This is an optimization exercise on Yosys and OpenROAD, whose aim is small area, not a production implementation.
RTL that was checked went through simulation tests only; none was proved equivalent to the original.
Power figures rest on the tool's default switching activity, not on a simulated workload.

==> run F: inputs <==
## rgb2ycbcr
module rgb2ycbcr
(
    input clk,
    input rst_n,
    input [7:0] R,
    input [7:0] G,
    input [7:0] B,
    output [7:0] Y,
    output [7:0] Cb,
    output [7:0] Cr
);
reg [7:0] R_ff, G_ff, B_ff;
reg [7:0] Y1_ff;
reg [8:0] D_ff, E_ff;
reg [23:0] s2, s3;
reg [2:0] ph;
wire y1;
an2 u_y1 (.a(G_ff[0]), .b(B_ff[0]), .y(y1));
wire y2, y3;
fa u_y2 (.a(R_ff[0]), .b(G_ff[1]), .c(B_ff[1]), .y(y2), .z(y3));
wire y4;
an2 u_y4 (.a(y1), .b(y2), .y(y4));
wire y5, y6;
fa u_y5 (.a(R_ff[1]), .b(G_ff[2]), .c(B_ff[2]), .y(y5), .z(y6));
wire y7;
mj3 u_y7 (.a(y3), .b(y5), .c(y4), .y(y7));
wire y8, y9;
fa u_y8 (.a(R_ff[2]), .b(G_ff[3]), .c(B_ff[0]), .y(y8), .z(y9));
wire y10, y11;
fa u_y10 (.a(B_ff[3]), .b(y6), .c(y8), .y(y10), .z(y11));
wire y12;
an2 u_y12 (.a(y7), .b(y10), .y(y12));
wire y13, y14;
fa u_y13 (.a(R_ff[3]), .b(G_ff[4]), .c(B_ff[0]), .y(y13), .z(y14));
wire y15, y16;
fa u_y15 (.a(B_ff[1]), .b(B_ff[4]), .c(y9), .y(y15), .z(y16));
wire y17, y18;
fa u_y17 (.a(y13), .b(y11), .c(y15), .y(y17), .z(y18));
wire y19;
an2 u_y19 (.a(y12), .b(y17), .y(y19));
wire y20, y21;
fa u_y20 (.a(R_ff[4]), .b(G_ff[5]), .c(B_ff[1]), .y(y20), .z(y21));
wire y22, y23;
fa u_y22 (.a(B_ff[2]), .b(B_ff[5]), .c(y14), .y(y22), .z(y23));
wire y24, y25;
fa u_y24 (.a(y20), .b(y16), .c(y22), .y(y24), .z(y25));
wire y26;
mj3 u_y26 (.a(y18), .b(y24), .c(y19), .y(y26));
wire y27, y28;
fa u_y27 (.a(R_ff[0]), .b(R_ff[5]), .c(G_ff[6]), .y(y27), .z(y28));
wire y29, y30;
  ...
export LEC_CHECK = 0
export CAP_MARGIN = 20
export CORE_MARGIN = 2
export CORE_UTILIZATION = 60
export CTS_BUF_LIST = sky130_fd_sc_hd__clkbuf_8
export GPL_TIMING_DRIVEN = 0
export PLACE_DENSITY = 0.7
export SLEW_MARGIN = 20
export SYNTH_HIERARCHICAL = 1
create_clock -name core_clock -period 5.0 [get_ports {clk}]
standard.sh (not shown) runs the stock make flow with config.mk's settings and CLKGATE_MAP_FILE= SYNTH_SCRIPT=/design/flow/synth_recipe.tcl, a recipe that flattens the netlist after the stock synthesis.
==> flow/flow/run.sh <==
#!/bin/bash
# Layout: the standard ORFS flow (standard.sh, unchanged synthesis and
# steps), except that the input and output port buffers use the smallest
# buffer cell, sky130_fd_sc_hd__buf_1, clock tree synthesis inserts no dummy
# loads, and global routing downsizes gates off the critical paths
# (RECOVER_POWER). The make output goes to orfs_make.log; each ORFS step keeps
# its own log under orfs/logs/.
set -euo pipefail
bash standard.sh "BUFFER_PORTS_ARGS=-buffer_cell sky130_fd_sc_hd__buf_1" \
  "CTS_ARGS=-sink_clustering_enable -repair_clock_nets -buf_list sky130_fd_sc_hd__clkbuf_8 -dont_use_dummy_load" \
  "RECOVER_POWER=100" \
  finish > orfs_make.log 2>&1
==> run D (differences from run F) <==
--- a/flow/design.v
+++ b/flow/design.v
@@ -117,11 +117,11 @@
 wire y89, y90;
 fa u_y89 (.a(G_ff[7]), .b(y86), .c(y88), .y(y89), .z(y90));
 wire d91;
 xn2 u_d91 (.a(B_ff[0]), .b(G_ff[0]), .y(d91));
 wire d92;
-nr2 u_d92 (.a(~B_ff[0]), .b(G_ff[0]), .y(d92));
+an2 u_d92 (.a(B_ff[0]), .b(~G_ff[0]), .y(d92));
 wire d93, d94;
 fa u_d93 (.a(B_ff[1]), .b(~G_ff[1]), .c(d92), .y(d93), .z(d94));
 wire d95, d96;
 fa u_d95 (.a(B_ff[2]), .b(~G_ff[2]), .c(d94), .y(d95), .z(d96));
 wire d97, d98;
@@ -135,11 +135,11 @@
 wire d105, d106;
 fa u_d105 (.a(B_ff[7]), .b(~G_ff[7]), .c(d104), .y(d105), .z(d106));
 wire e107;
 xn2 u_e107 (.a(R_ff[0]), .b(G_ff[0]), .y(e107));
 wire e108;
-nr2 u_e108 (.a(~R_ff[0]), .b(G_ff[0]), .y(e108));
+an2 u_e108 (.a(R_ff[0]), .b(~G_ff[0]), .y(e108));
 wire e109, e110;
 fa u_e109 (.a(R_ff[1]), .b(~G_ff[1]), .c(e108), .y(e109), .z(e110));
 wire e111, e112;
 fa u_e111 (.a(R_ff[2]), .b(~G_ff[2]), .c(e110), .y(e111), .z(e112));
 wire e113, e114;
@@ -177,21 +177,21 @@
 wire cb137;
 mj3 u_cb137 (.a(cb131), .b(cb135), .c(cb132), .y(cb137));
 wire cb138;
 xr2 u_cb138 (.a(D_ff[0]), .b(D_ff[3]), .y(cb138));
 wire cb139;
-o2b u_cb139 (.a(D_ff[3]), .b(D_ff[0]), .y(cb139));
+or2 u_cb139 (.a(D_ff[3]), .b(~D_ff[0]), .y(cb139));
 wire cb140, cb141;
 fa u_cb140 (.a(E_ff[2]), .b(E_ff[5]), .c(E_ff[6]), .y(cb140), .z(cb141));
 wire cb142, cb143;
 fa u_cb142 (.a(cb138), .b(cb134), .c(cb140), .y(cb142), .z(cb143));
 wire cb144;
 mj3 u_cb144 (.a(cb136), .b(cb142), .c(cb137), .y(cb144));
 wire cb145;
 xr2 u_cb145 (.a(D_ff[1]), .b(D_ff[4]), .y(cb145));
 wire cb146;
-o2b u_cb146 (.a(D_ff[4]), .b(D_ff[1]), .y(cb146));
+or2 u_cb146 (.a(D_ff[4]), .b(~D_ff[1]), .y(cb146));
 wire cb147, cb148;
 fa u_cb147 (.a(E_ff[3]), .b(E_ff[6]), .c(E_ff[7]), .y(cb147), .z(cb148));
 wire cb149, cb150;
 fa u_cb149 (.a(cb139), .b(cb145), .c(cb141), .y(cb149), .z(cb150));
 wire cb151, cb152;
@@ -217,11 +217,11 @@
 wire cb171, cb172;
 fa u_cb171 (.a(cb162), .b(cb169), .c(cb164), .y(cb171), .z(cb172));
 wire cb173;
 xr2 u_cb173 (.a(D_ff[4]), .b(D_ff[7]), .y(cb173));
 wire cb174;
-o2b u_cb174 (.a(D_ff[7]), .b(D_ff[4]), .y(cb174));
+or2 u_cb174 (.a(D_ff[7]), .b(~D_ff[4]), .y(cb174));
 wire cb175, cb176;
 fa u_cb175 (.a(E_ff[6]), .b(cb173), .c(cb166), .y(cb175), .z(cb176));
 wire cb177, cb178;
 fa u_cb177 (.a(cb168), .b(cb175), .c(cb170), .y(cb177), .z(cb178));
 wire cb179, cb180;
@@ -237,17 +237,17 @@
 wire cb189, cb190;
 fa u_cb189 (.a(cb187), .b(cb184), .c(cb186), .y(cb189), .z(cb190));
 wire cb191;
 xr2 u_cb191 (.a(D_ff[7]), .b(cb188), .y(cb191));
 wire cb192;
-o2b u_cb192 (.a(cb188), .b(D_ff[7]), .y(cb192));
+or2 u_cb192 (.a(cb188), .b(~D_ff[7]), .y(cb192));
 wire cb193, cb194;
 ha u_cb193 (.a(cb190), .b(cb191), .y(cb193), .z(cb194));
 wire cb195;
 xr2 u_cb195 (.a(D_ff[8]), .b(cb192), .y(cb195));
 wire cb196;
-xn2 u_cb196 (.a(cb194), .b(cb195), .y(cb196));
+xr2 u_cb196 (.a(cb194), .b(cb195), .y(cb196));
 wire cr197;
 mj3 u_cr197 (.a(E_ff[0]), .b(D_ff[0]), .c(D_ff[3]), .y(cr197));
 wire cr198;
 xn2 u_cr198 (.a(E_ff[1]), .b(D_ff[1]), .y(cr198));
 wire cr199;
@@ -259,19 +259,19 @@
 wire cr203;
 mj3 u_cr203 (.a(cr199), .b(cr201), .c(cr200), .y(cr203));
 wire cr204;
 xr2 u_cr204 (.a(E_ff[0]), .b(E_ff[3]), .y(cr204));
 wire cr205;
-o2b u_cr205 (.a(E_ff[3]), .b(E_ff[0]), .y(cr205));
+or2 u_cr205 (.a(E_ff[3]), .b(~E_ff[0]), .y(cr205));
 wire cr206, cr207;
 fa u_cr206 (.a(D_ff[3]), .b(D_ff[6]), .c(cr204), .y(cr206), .z(cr207));
 wire cr208;
 mj3 u_cr208 (.a(cr202), .b(cr206), .c(cr203), .y(cr208));
 wire cr209;
 xr2 u_cr209 (.a(E_ff[1]), .b(E_ff[4]), .y(cr209));
 wire cr210;
-o2b u_cr210 (.a(E_ff[4]), .b(E_ff[1]), .y(cr210));
+or2 u_cr210 (.a(E_ff[4]), .b(~E_ff[1]), .y(cr210));
 wire cr211, cr212;
 fa u_cr211 (.a(D_ff[4]), .b(D_ff[7]), .c(cr205), .y(cr211), .z(cr212));
 wire cr213, cr214;
 fa u_cr213 (.a(cr209), .b(cr207), .c(cr211), .y(cr213), .z(cr214));
 wire cr215, cr216;
@@ -285,31 +285,31 @@
 wire cr223, cr224;
 ha u_cr223 (.a(cr216), .b(cr221), .y(cr223), .z(cr224));
 wire cr225;
 xr2 u_cr225 (.a(E_ff[3]), .b(E_ff[6]), .y(cr225));
 wire cr226;
-o2b u_cr226 (.a(E_ff[6]), .b(E_ff[3]), .y(cr226));
+or2 u_cr226 (.a(E_ff[6]), .b(~E_ff[3]), .y(cr226));
 wire cr227, cr228;
 fa u_cr227 (.a(D_ff[6]), .b(cr225), .c(cr218), .y(cr227), .z(cr228));
 wire cr229, cr230;
 fa u_cr229 (.a(cr220), .b(cr227), .c(cr222), .y(cr229), .z(cr230));
 wire cr231, cr232;
 ha u_cr231 (.a(cr224), .b(cr229), .y(cr231), .z(cr232));
 wire cr233;
 xr2 u_cr233 (.a(E_ff[4]), .b(E_ff[7]), .y(cr233));
 wire cr234;
-o2b u_cr234 (.a(E_ff[7]), .b(E_ff[4]), .y(cr234));
+or2 u_cr234 (.a(E_ff[7]), .b(~E_ff[4]), .y(cr234));
 wire cr235, cr236;
 fa u_cr235 (.a(D_ff[7]), .b(cr226), .c(cr233), .y(cr235), .z(cr236));
 wire cr237, cr238;
 fa u_cr237 (.a(cr228), .b(cr235), .c(cr230), .y(cr237), .z(cr238));
 wire cr239, cr240;
 ha u_cr239 (.a(cr232), .b(cr237), .y(cr239), .z(cr240));
 wire cr241;
 xr2 u_cr241 (.a(E_ff[5]), .b(E_ff[8]), .y(cr241));
 wire cr242;
-o2b u_cr242 (.a(E_ff[8]), .b(E_ff[5]), .y(cr242));
+or2 u_cr242 (.a(E_ff[8]), .b(~E_ff[5]), .y(cr242));
 wire cr243, cr244;
 fa u_cr243 (.a(D_ff[8]), .b(cr234), .c(cr241), .y(cr243), .z(cr244));
 wire cr245, cr246;
 fa u_cr245 (.a(cr236), .b(cr243), .c(cr238), .y(cr245), .z(cr246));
 wire cr247, cr248;
@@ -319,17 +319,17 @@
 wire cr251, cr252;
 fa u_cr251 (.a(cr249), .b(cr246), .c(cr248), .y(cr251), .z(cr252));
 wire cr253;
 xr2 u_cr253 (.a(E_ff[7]), .b(cr250), .y(cr253));
 wire cr254;
-o2b u_cr254 (.a(cr250), .b(E_ff[7]), .y(cr254));
+or2 u_cr254 (.a(cr250), .b(~E_ff[7]), .y(cr254));
 wire cr255, cr256;
 ha u_cr255 (.a(cr252), .b(cr253), .y(cr255), .z(cr256));
 wire cr257;
 xr2 u_cr257 (.a(E_ff[8]), .b(cr254), .y(cr257));
 wire cr258;
-xn2 u_cr258 (.a(cr256), .b(cr257), .y(cr258));
+xr2 u_cr258 (.a(cr256), .b(cr257), .y(cr258));
 always @(posedge clk) begin
     R_ff <= R;
     G_ff <= G;
     B_ff <= B;
     Y1_ff <= {y90, y89, y87, y83, y77, y71, y63, y55};
@@ -342,43 +342,39 @@
     ph[0] <= rst_n & ~ph[2];
     ph[1] <= rst_n & (ph[0] | ph[1]);
     ph[2] <= rst_n & ph[1];
 end
 wire on = ph[2] & ~ph[0];     
-wire off = ~on;
 wire blk = ph[1] & ph[0];     
-an2 u_Y0 (.a(on), .b(s3[16]), .y(Y[0]));
-an2 u_Y1 (.a(on), .b(s3[17]), .y(Y[1]));
-an2 u_Y2 (.a(on), .b(s3[18]), .y(Y[2]));
-an2 u_Y3 (.a(on), .b(s3[19]), .y(Y[3]));
-ao1 u_Y4 (.a(on), .b(s3[20]), .c(blk), .y(Y[4]));
-an2 u_Y5 (.a(on), .b(s3[21]), .y(Y[5]));
-an2 u_Y6 (.a(on), .b(s3[22]), .y(Y[6]));
-an2 u_Y7 (.a(on), .b(s3[23]), .y(Y[7]));
-nr2 u_Cb0 (.a(off), .b(s3[8]), .y(Cb[0]));
-nr2 u_Cb1 (.a(off), .b(s3[9]), .y(Cb[1]));
-nr2 u_Cb2 (.a(off), .b(s3[10]), .y(Cb[2]));
-nr2 u_Cb3 (.a(off), .b(s3[11]), .y(Cb[3]));
-nr2 u_Cb4 (.a(off), .b(s3[12]), .y(Cb[4]));
-nr2 u_Cb5 (.a(off), .b(s3[13]), .y(Cb[5]));
-nr2 u_Cb6 (.a(off), .b(s3[14]), .y(Cb[6]));
-ao1 u_Cb7 (.a(on), .b(s3[15]), .c(blk), .y(Cb[7]));
-nr2 u_Cr0 (.a(off), .b(s3[0]), .y(Cr[0]));
-nr2 u_Cr1 (.a(off), .b(s3[1]), .y(Cr[1]));
-nr2 u_Cr2 (.a(off), .b(s3[2]), .y(Cr[2]));
-nr2 u_Cr3 (.a(off), .b(s3[3]), .y(Cr[3]));
-nr2 u_Cr4 (.a(off), .b(s3[4]), .y(Cr[4]));
-nr2 u_Cr5 (.a(off), .b(s3[5]), .y(Cr[5]));
-nr2 u_Cr6 (.a(off), .b(s3[6]), .y(Cr[6]));
-ao1 u_Cr7 (.a(on), .b(s3[7]), .c(blk), .y(Cr[7]));
+assign Y[0] = (on & s3[16]);
+assign Y[1] = (on & s3[17]);
+assign Y[2] = (on & s3[18]);
+assign Y[3] = (on & s3[19]);
+assign Y[4] = (on & s3[20]) | blk;
+assign Y[5] = (on & s3[21]);
+assign Y[6] = (on & s3[22]);
+assign Y[7] = (on & s3[23]);
+assign Cb[0] = (on & ~s3[8]);
+assign Cb[1] = (on & ~s3[9]);
+assign Cb[2] = (on & ~s3[10]);
+assign Cb[3] = (on & ~s3[11]);
+assign Cb[4] = (on & ~s3[12]);
+assign Cb[5] = (on & ~s3[13]);
+assign Cb[6] = (on & ~s3[14]);
+assign Cb[7] = (on & ~s3[15]) | blk;
+assign Cr[0] = (on & ~s3[0]);
+assign Cr[1] = (on & ~s3[1]);
+assign Cr[2] = (on & ~s3[2]);
+assign Cr[3] = (on & ~s3[3]);
+assign Cr[4] = (on & ~s3[4]);
+assign Cr[5] = (on & ~s3[5]);
+assign Cr[6] = (on & ~s3[6]);
+assign Cr[7] = (on & ~s3[7]) | blk;
 endmodule
 module an2 (input a, input b, output y);
 assign y = a & b;
 endmodule
-module ao1 (input a, input b, input c, output y);
-assign y = (a & b) | c;
-endmodule
 module fa (input a, input b, input c, output y, output z);
 assign y = a ^ b ^ c;
 assign z = (a & b) | (a & c) | (b & c);
 endmodule
 module ha (input a, input b, output y, output z);
@@ -386,16 +382,10 @@
 assign z = a & b;
 endmodule
 module mj3 (input a, input b, input c, output y);
 assign y = (a & b) | (a & c) | (b & c);
 endmodule
-module nr2 (input a, input b, output y);
-assign y = ~(a | b);
-endmodule
-module o2b (input a, input b, output y);
-assign y = a | ~b;
-endmodule
 module or2 (input a, input b, output y);
 assign y = a | b;
 endmodule
 module xn2 (input a, input b, output y);
 assign y = ~(a ^ b);
==> flow/run.sh (new file) <==
#!/bin/bash
# synth_recipe.tcl (not shown) runs the flow's synth.tcl, then flattens the netlist and writes it again
# the make line also repeats each setting of config.mk as NAME=value (left out here)
make -C /OpenROAD-flow-scripts/flow DESIGN_CONFIG=/design/flow/config.mk WORK_HOME=/design/flow/orfs CLKGATE_MAP_FILE= SYNTH_SCRIPT=/design/flow/synth_recipe.tcl finish
CORE_UTILIZATION = 40   (was 60)
CTS_BUF_LIST = default   (was sky130_fd_sc_hd__clkbuf_8)
GPL_TIMING_DRIVEN = default   (was 0)
PLACE_DENSITY = default   (was 0.7)
removed: flow/flow/run.sh
removed: flow/standard.sh
==> run B (differences from run F) <==
--- a/flow/design.v
+++ b/flow/design.v
@@ -117,11 +117,11 @@
 wire y89, y90;
 fa u_y89 (.a(G_ff[7]), .b(y86), .c(y88), .y(y89), .z(y90));
 wire d91;
 xn2 u_d91 (.a(B_ff[0]), .b(G_ff[0]), .y(d91));
 wire d92;
-nr2 u_d92 (.a(~B_ff[0]), .b(G_ff[0]), .y(d92));
+a2b u_d92 (.a(B_ff[0]), .b(G_ff[0]), .y(d92));
 wire d93, d94;
 fa u_d93 (.a(B_ff[1]), .b(~G_ff[1]), .c(d92), .y(d93), .z(d94));
 wire d95, d96;
 fa u_d95 (.a(B_ff[2]), .b(~G_ff[2]), .c(d94), .y(d95), .z(d96));
 wire d97, d98;
@@ -135,11 +135,11 @@
 wire d105, d106;
 fa u_d105 (.a(B_ff[7]), .b(~G_ff[7]), .c(d104), .y(d105), .z(d106));
 wire e107;
 xn2 u_e107 (.a(R_ff[0]), .b(G_ff[0]), .y(e107));
 wire e108;
-nr2 u_e108 (.a(~R_ff[0]), .b(G_ff[0]), .y(e108));
+a2b u_e108 (.a(R_ff[0]), .b(G_ff[0]), .y(e108));
 wire e109, e110;
 fa u_e109 (.a(R_ff[1]), .b(~G_ff[1]), .c(e108), .y(e109), .z(e110));
 wire e111, e112;
 fa u_e111 (.a(R_ff[2]), .b(~G_ff[2]), .c(e110), .y(e111), .z(e112));
 wire e113, e114;
@@ -369,10 +369,13 @@
 nr2 u_Cr4 (.a(off), .b(s3[4]), .y(Cr[4]));
 nr2 u_Cr5 (.a(off), .b(s3[5]), .y(Cr[5]));
 nr2 u_Cr6 (.a(off), .b(s3[6]), .y(Cr[6]));
 ao1 u_Cr7 (.a(on), .b(s3[7]), .c(blk), .y(Cr[7]));
 endmodule
+module a2b (input a, input b, output y);
+assign y = a & ~b;
+endmodule
 module an2 (input a, input b, output y);
 assign y = a & b;
 endmodule
 module ao1 (input a, input b, input c, output y);
 assign y = (a & b) | c;
==> flow/flow/run.sh (replaced) <==
#!/bin/bash
# Layout: the standard ORFS flow (standard.sh, unchanged synthesis and
# steps), except that the input and output port buffers use the smallest
# buffer cell, sky130_fd_sc_hd__buf_1, and clock tree synthesis inserts no
# dummy loads. The make output goes to orfs_make.log; each ORFS step keeps its
# own log under orfs/logs/.
set -euo pipefail
bash standard.sh "BUFFER_PORTS_ARGS=-buffer_cell sky130_fd_sc_hd__buf_1" \
  "CTS_ARGS=-sink_clustering_enable -repair_clock_nets -buf_list sky130_fd_sc_hd__clkbuf_8 -dont_use_dummy_load" \
  finish > orfs_make.log 2>&1
CAP_MARGIN = 0   (was 20)
SLEW_MARGIN = 0   (was 20)
==> run H (differences from run F) <==
--- a/flow/design.v
+++ b/flow/design.v
@@ -117,11 +117,11 @@
 wire y89, y90;
 fa u_y89 (.a(G_ff[7]), .b(y86), .c(y88), .y(y89), .z(y90));
 wire d91;
 xn2 u_d91 (.a(B_ff[0]), .b(G_ff[0]), .y(d91));
 wire d92;
-nr2 u_d92 (.a(~B_ff[0]), .b(G_ff[0]), .y(d92));
+a2b u_d92 (.a(B_ff[0]), .b(G_ff[0]), .y(d92));
 wire d93, d94;
 fa u_d93 (.a(B_ff[1]), .b(~G_ff[1]), .c(d92), .y(d93), .z(d94));
 wire d95, d96;
 fa u_d95 (.a(B_ff[2]), .b(~G_ff[2]), .c(d94), .y(d95), .z(d96));
 wire d97, d98;
@@ -135,11 +135,11 @@
 wire d105, d106;
 fa u_d105 (.a(B_ff[7]), .b(~G_ff[7]), .c(d104), .y(d105), .z(d106));
 wire e107;
 xn2 u_e107 (.a(R_ff[0]), .b(G_ff[0]), .y(e107));
 wire e108;
-nr2 u_e108 (.a(~R_ff[0]), .b(G_ff[0]), .y(e108));
+a2b u_e108 (.a(R_ff[0]), .b(G_ff[0]), .y(e108));
 wire e109, e110;
 fa u_e109 (.a(R_ff[1]), .b(~G_ff[1]), .c(e108), .y(e109), .z(e110));
 wire e111, e112;
 fa u_e111 (.a(R_ff[2]), .b(~G_ff[2]), .c(e110), .y(e111), .z(e112));
 wire e113, e114;
@@ -243,11 +243,11 @@
 wire cb193, cb194;
 ha u_cb193 (.a(cb190), .b(cb191), .y(cb193), .z(cb194));
 wire cb195;
 xr2 u_cb195 (.a(D_ff[8]), .b(cb192), .y(cb195));
 wire cb196;
-xn2 u_cb196 (.a(cb194), .b(cb195), .y(cb196));
+xr2 u_cb196 (.a(cb194), .b(cb195), .y(cb196));
 wire cr197;
 mj3 u_cr197 (.a(E_ff[0]), .b(D_ff[0]), .c(D_ff[3]), .y(cr197));
 wire cr198;
 xn2 u_cr198 (.a(E_ff[1]), .b(D_ff[1]), .y(cr198));
 wire cr199;
@@ -325,11 +325,11 @@
 wire cr255, cr256;
 ha u_cr255 (.a(cr252), .b(cr253), .y(cr255), .z(cr256));
 wire cr257;
 xr2 u_cr257 (.a(E_ff[8]), .b(cr254), .y(cr257));
 wire cr258;
-xn2 u_cr258 (.a(cr256), .b(cr257), .y(cr258));
+xr2 u_cr258 (.a(cr256), .b(cr257), .y(cr258));
 always @(posedge clk) begin
     R_ff <= R;
     G_ff <= G;
     B_ff <= B;
     Y1_ff <= {y90, y89, y87, y83, y77, y71, y63, y55};
@@ -359,26 +359,32 @@
 nr2 u_Cb2 (.a(off), .b(s3[10]), .y(Cb[2]));
 nr2 u_Cb3 (.a(off), .b(s3[11]), .y(Cb[3]));
 nr2 u_Cb4 (.a(off), .b(s3[12]), .y(Cb[4]));
 nr2 u_Cb5 (.a(off), .b(s3[13]), .y(Cb[5]));
 nr2 u_Cb6 (.a(off), .b(s3[14]), .y(Cb[6]));
-ao1 u_Cb7 (.a(on), .b(s3[15]), .c(blk), .y(Cb[7]));
+ao2 u_Cb7 (.a(on), .b(s3[15]), .c(blk), .y(Cb[7]));
 nr2 u_Cr0 (.a(off), .b(s3[0]), .y(Cr[0]));
 nr2 u_Cr1 (.a(off), .b(s3[1]), .y(Cr[1]));
 nr2 u_Cr2 (.a(off), .b(s3[2]), .y(Cr[2]));
 nr2 u_Cr3 (.a(off), .b(s3[3]), .y(Cr[3]));
 nr2 u_Cr4 (.a(off), .b(s3[4]), .y(Cr[4]));
 nr2 u_Cr5 (.a(off), .b(s3[5]), .y(Cr[5]));
 nr2 u_Cr6 (.a(off), .b(s3[6]), .y(Cr[6]));
-ao1 u_Cr7 (.a(on), .b(s3[7]), .c(blk), .y(Cr[7]));
+ao2 u_Cr7 (.a(on), .b(s3[7]), .c(blk), .y(Cr[7]));
+endmodule
+module a2b (input a, input b, output y);
+assign y = a & ~b;
 endmodule
 module an2 (input a, input b, output y);
 assign y = a & b;
 endmodule
 module ao1 (input a, input b, input c, output y);
 assign y = (a & b) | c;
 endmodule
+module ao2 (input a, input b, input c, output y);
+assign y = (a & ~b) | c;
+endmodule
 module fa (input a, input b, input c, output y, output z);
 assign y = a ^ b ^ c;
 assign z = (a & b) | (a & c) | (b & c);
 endmodule
 module ha (input a, input b, output y, output z);
==> flow/flow/run.sh (replaced) <==
#!/bin/bash
# Layout: the standard ORFS flow (standard.sh, unchanged synthesis and
# steps), except that the input and output port buffers use the smallest
# buffer cell, sky130_fd_sc_hd__buf_1. The make output goes to orfs_make.log;
# each ORFS step keeps its own log under orfs/logs/.
set -euo pipefail
bash standard.sh "BUFFER_PORTS_ARGS=-buffer_cell sky130_fd_sc_hd__buf_1" finish > orfs_make.log 2>&1
GPL_TIMING_DRIVEN = default   (was 0)
==> notes.md <==
quantity                                                                         run H                    run D                    run B                    run F
Part of the total power dissipated in the clock network                          18.0%                    24.2%                    14.1%                    14.0%
Sequential fraction of total cell area                                           38.0%                    34.1%                    39.7%                    39.7%
Largest net degree at the start of global routing                                   19                       20                       19                       21
Switching power share of the total                                               33.4%                    31.7%                    32.8%                    33.0%
Share of synthesized cell area in and, or, nand and nor gates                    6.22%                    7.42%                    6.23%                    5.81%
Place WS                                                                      -85.1 ps                  -128 ps                  -240 ps                  -240 ps
Run status                                                     complete, no violations  complete, no violations  complete, no violations  complete, no violations
Via density per instance                                                          4.73                     4.26                     4.64                     4.79
Resized Gates After CTS                                                              6                        6                       12                       15
Via count                                                                         2315                     2303                     2143                     2221
Area growth from synthesis to layout                                             14.8%                    24.2%                    10.5%                    10.7%
HPWL reported at the end of detailed placement                                 5.74 mm                  6.13 mm                  5.38 mm                  5.44 mm
Worst Hold Margin                                                               332 ps                   323 ps                   317 ps                   313 ps
Met1 layer wirelength in the final routing                                     2.94 mm                  3.17 mm                  2.82 mm                  2.77 mm
Global-route usage over all layers                                               19.7%                    13.0%                    18.3%                    18.6%
Wire length of the first global-routing pass                                   12.2 mm                  12.8 mm                  11.5 mm                  11.5 mm
Core outline area                                                             7610 µm²                11500 µm²                 7610 µm²                 7610 µm²
Final nets                                                                         509                      520                      489                      491
Cell repeated most along the worst path                                              -    sky130_fd_sc_hd__fa_2    sky130_fd_sc_hd__fa_2    sky130_fd_sc_hd__fa_2
No functional check of the RTL was part of run D and run B.

afterwards: timing with drivers on the ports:
The flow's constraints put no driver on any port. The routed layouts listed below were extracted and timed again, unchanged, in two steps. Step 1: set_driving_cell puts a clkbuf_16 on clk and a buf_2 on each other input, an assumption about the parent block. Step 2 adds t to the input delays and takes it off the output delays; t is the mean of the earliest and latest rising clock arrival at the registers after step 1. Input paths then give back, and output paths get back, about the clock's delay inside the block. a / b / c = ideal ports / drivers / drivers and shift; a / b = the first two.
run	t, ns	setup slack, ns	hold slack, ns	worst register clock-pin slew, ns	worst slew at a driven data input, ns
run F	0.384	0.086 / 0.086 / 0.086	0.313 / 0.313 / 0.313	0.10 / 0.10	0.03
run D	0.371	0.138 / 0.138 / 0.138	0.323 / 0.323 / 0.323	0.07 / 0.07	0.04
run B	0.379	0.140 / 0.140 / 0.140	0.317 / 0.317 / 0.317	0.10 / 0.10	0.03
run H	0.399	0.094 / 0.094 / 0.094	0.332 / 0.332 / 0.332	0.10 / 0.10	0.04
After both steps every run listed still meets setup and hold.
